This is an optimization exercise on Yosys and OpenROAD, whose aim is small area, a short achievable clock period and few clock cycles, not a production implementation.
The RTL was checked by simulation tests, not by an equivalence proof against the original design.
Power and IR drop assume default switching activity.

## P
==> flow/design.v (excerpt) <==
module Freq_Counter (clock, iReset_N, SW1, iValid, iPixel, oReady, oValid, iPixel_new);
input	clock, iReset_N;
input	SW1;
input	iValid;
input	[7:0] iPixel;
output	oReady;
output reg oValid;
output reg [7:0] iPixel_new;
localparam S_CLEAR = 3'd0;		 
localparam S_COUNT = 3'd1;		 
localparam S_DRAIN = 3'd2;		 
localparam S_PASS  = 3'd3;		 
localparam S_WAIT  = 3'd4;		 
(* fsm_encoding = "none" *)
reg [2:0]  state;
reg        rdy;
reg [3:0]  ph;					 
reg [3:0]  tr;					 
reg [13:0] pixel_count;			 
reg [1:0]  drain_wait;
reg        lut_valid;
reg        v1, s1;
assign oReady = rdy;			 
wire last_left = v1 ? (pixel_count == 14'd16382) : (pixel_count == 14'd16383);
reg [7:0]  p1;
reg        v2, s2;
reg        v3;					 
reg [7:0]  q3;
reg [7:0]  p2;
reg [7:0]  a2;
reg [7:0]  tb1;					 
reg        ix_v, iy_v;			 
reg [3:0]  xr, yr;				 
reg [2:0]  xq, yq;				 
reg        x2;					 
wire [15:0] xr_1h = ix_v ? (16'd1 << xr) : 16'd0;
wire [15:0] yr_1h = iy_v ? (16'd1 << yr) : 16'd0;
  ...
export LEC_CHECK = 0
export ABC_CLOCK_PERIOD_IN_PS = 3500
export CAP_MARGIN = 20
export CORE_MARGIN = 2
export CORE_UTILIZATION = 70
export SLEW_MARGIN = 20
create_clock -name core_clock -period 11.0 [get_ports {clock}]
standard.sh (not shown) runs the stock make flow with config.mk's settings and CLKGATE_MAP_FILE= SYNTH_SCRIPT=/design/flow/synth_recipe.tcl, a recipe that flattens the netlist after the stock synthesis.
==> flow/flow/run.sh <==
#!/bin/bash
set -euo pipefail
ARGS=(SETUP_SLACK_MARGIN=7.5
  "BUFFER_PORTS_ARGS=-buffer_cell sky130_fd_sc_hd__buf_4"
  "CTS_ARGS=-sink_clustering_enable -repair_clock_nets -sink_clustering_size 30 -sink_clustering_max_diameter 60 -dont_use_dummy_load")
bash standard.sh "${ARGS[@]}" place > standard_place.log 2>&1
PLACE_ODB=$(pwd)/orfs/results/sky130hd/Freq_Counter/base/3_place.odb openroad -no_init -exit flow/pull_outputs.tcl > pull_outputs.log 2>&1
bash standard.sh "${ARGS[@]}" finish > standard_finish.log 2>&1
==> flow/flow/pull_outputs.tcl <==
# Move each output port's driving flip-flop next to the port's output buffer,
# then legalize. Reads and writes the placed design given in PLACE_ODB.
read_db $::env(PLACE_ODB)
set block [ord::get_db_block]
set moved 0
foreach bterm [$block getBTerms] {
  if {[$bterm getIoType] ne "OUTPUT"} { continue }
  set net [$bterm getNet]
  set buf ""
  foreach it [$net getITerms] { if {[$it isOutputSignal]} { set buf [$it getInst] } }
  if {$buf eq ""} { continue }
  set in ""
  foreach it [$buf getITerms] { if {[$it isInputSignal]} { set in [$it getNet] } }
  if {$in eq ""} { continue }
  set ff ""
  set nload 0
  foreach it [$in getITerms] {
    if {[$it isOutputSignal]} { set ff [$it getInst] } else { incr nload }
  }
  if {$ff eq "" || $nload != 1} { continue }
  if {![[$ff getMaster] isSequential]} { continue }
  set loc [$buf getLocation]
  $ff setLocation [lindex $loc 0] [lindex $loc 1]
  $ff setPlacementStatus PLACED
  incr moved
  puts "moved [$ff getName] next to [$buf getName]"
}
puts "moved $moved flip-flops"
detailed_placement
check_placement -verbose
write_db $::env(PLACE_ODB)
P: all stages complete, timing, DRC and antenna checks passed
Testbench counts of P, summed over its fixed seeds: cycles 664,224.
> inputs changed (P -> Q)
--- a/flow/design.v
+++ b/flow/design.v
@@ -71,20 +71,21 @@
 end
 always @(posedge clock)
 	rdy <= iReset_N && (((state == S_CLEAR || state == S_WAIT) && ph == 4'd12) ||
 	                    (state == S_COUNT && !(iValid && last_left)));
 always @(posedge clock)
 begin
 	if (!iReset_N)
 	begin
 		state       <= S_CLEAR;
 		ph          <= 4'd13;
+		tr          <= 4'd0;
 		pixel_count <= 14'd0;
 		lut_valid   <= 1'b0;
 	end
 	else
 	begin
 		ph <= ph + 4'd1;
 		if (v1)
 			pixel_count <= pixel_count + 14'd1;
 		if (ph == 4'd15)
 			tr <= tr + 4'd1;
Notes after the runs:
Any difference in post-detailed-placement cell area between Q and P is small enough to ignore.
The final wirelength in Q sits about 1.6% above the value recorded for P.
Between P and Q, the difference in sequential share of layout area is negligible.
From P to Q the numbers moved as follows: total number of multi-input combinational cells did not really move; logic gate share of total power has decreased; post-layout utilization of the core did not really move; post-CTS setup buffer count now larger.
The number of inserted diodes number comes out lower for P vs Q.
Testbench counts of Q, summed over its fixed seeds: cycles 664,224.

==> re-timing with driven ports <==
The flow's constraints put no driver on any port. The routed layouts listed below were extracted and timed again, unchanged, in two steps.
Step 1 (the two cells are an assumption about what drives the block):
set clk [get_ports {clock}]
set_driving_cell -lib_cell sky130_fd_sc_hd__clkbuf_16 $clk
set_driving_cell -lib_cell sky130_fd_sc_hd__buf_2 [delete_from_list [all_inputs] $clk]
Step 2, shift: input delay + t, output delay - t, t = (earliest + latest rising clock arrival at the registers) / 2. This alone moves slack from input paths to output paths.
a / b / c = ideal ports / drivers / drivers and shift; a / b = the first two.
| run | t (ns) | setup WS [ns] | slew at the worst register clock pin (ns) |
|---|---|---|---|
| P | 0.962 | 7.470 / 7.380 / 7.230 | 0.11 / 0.11 |
| Q | 0.968 | 7.443 / 7.352 / 6.926 | 0.11 / 0.11 |
After both steps every run listed still meets setup and hold. For Q, which loses most, drivers alone change the setup slack by -0.091 ns; drivers and shift together by -0.517 ns.
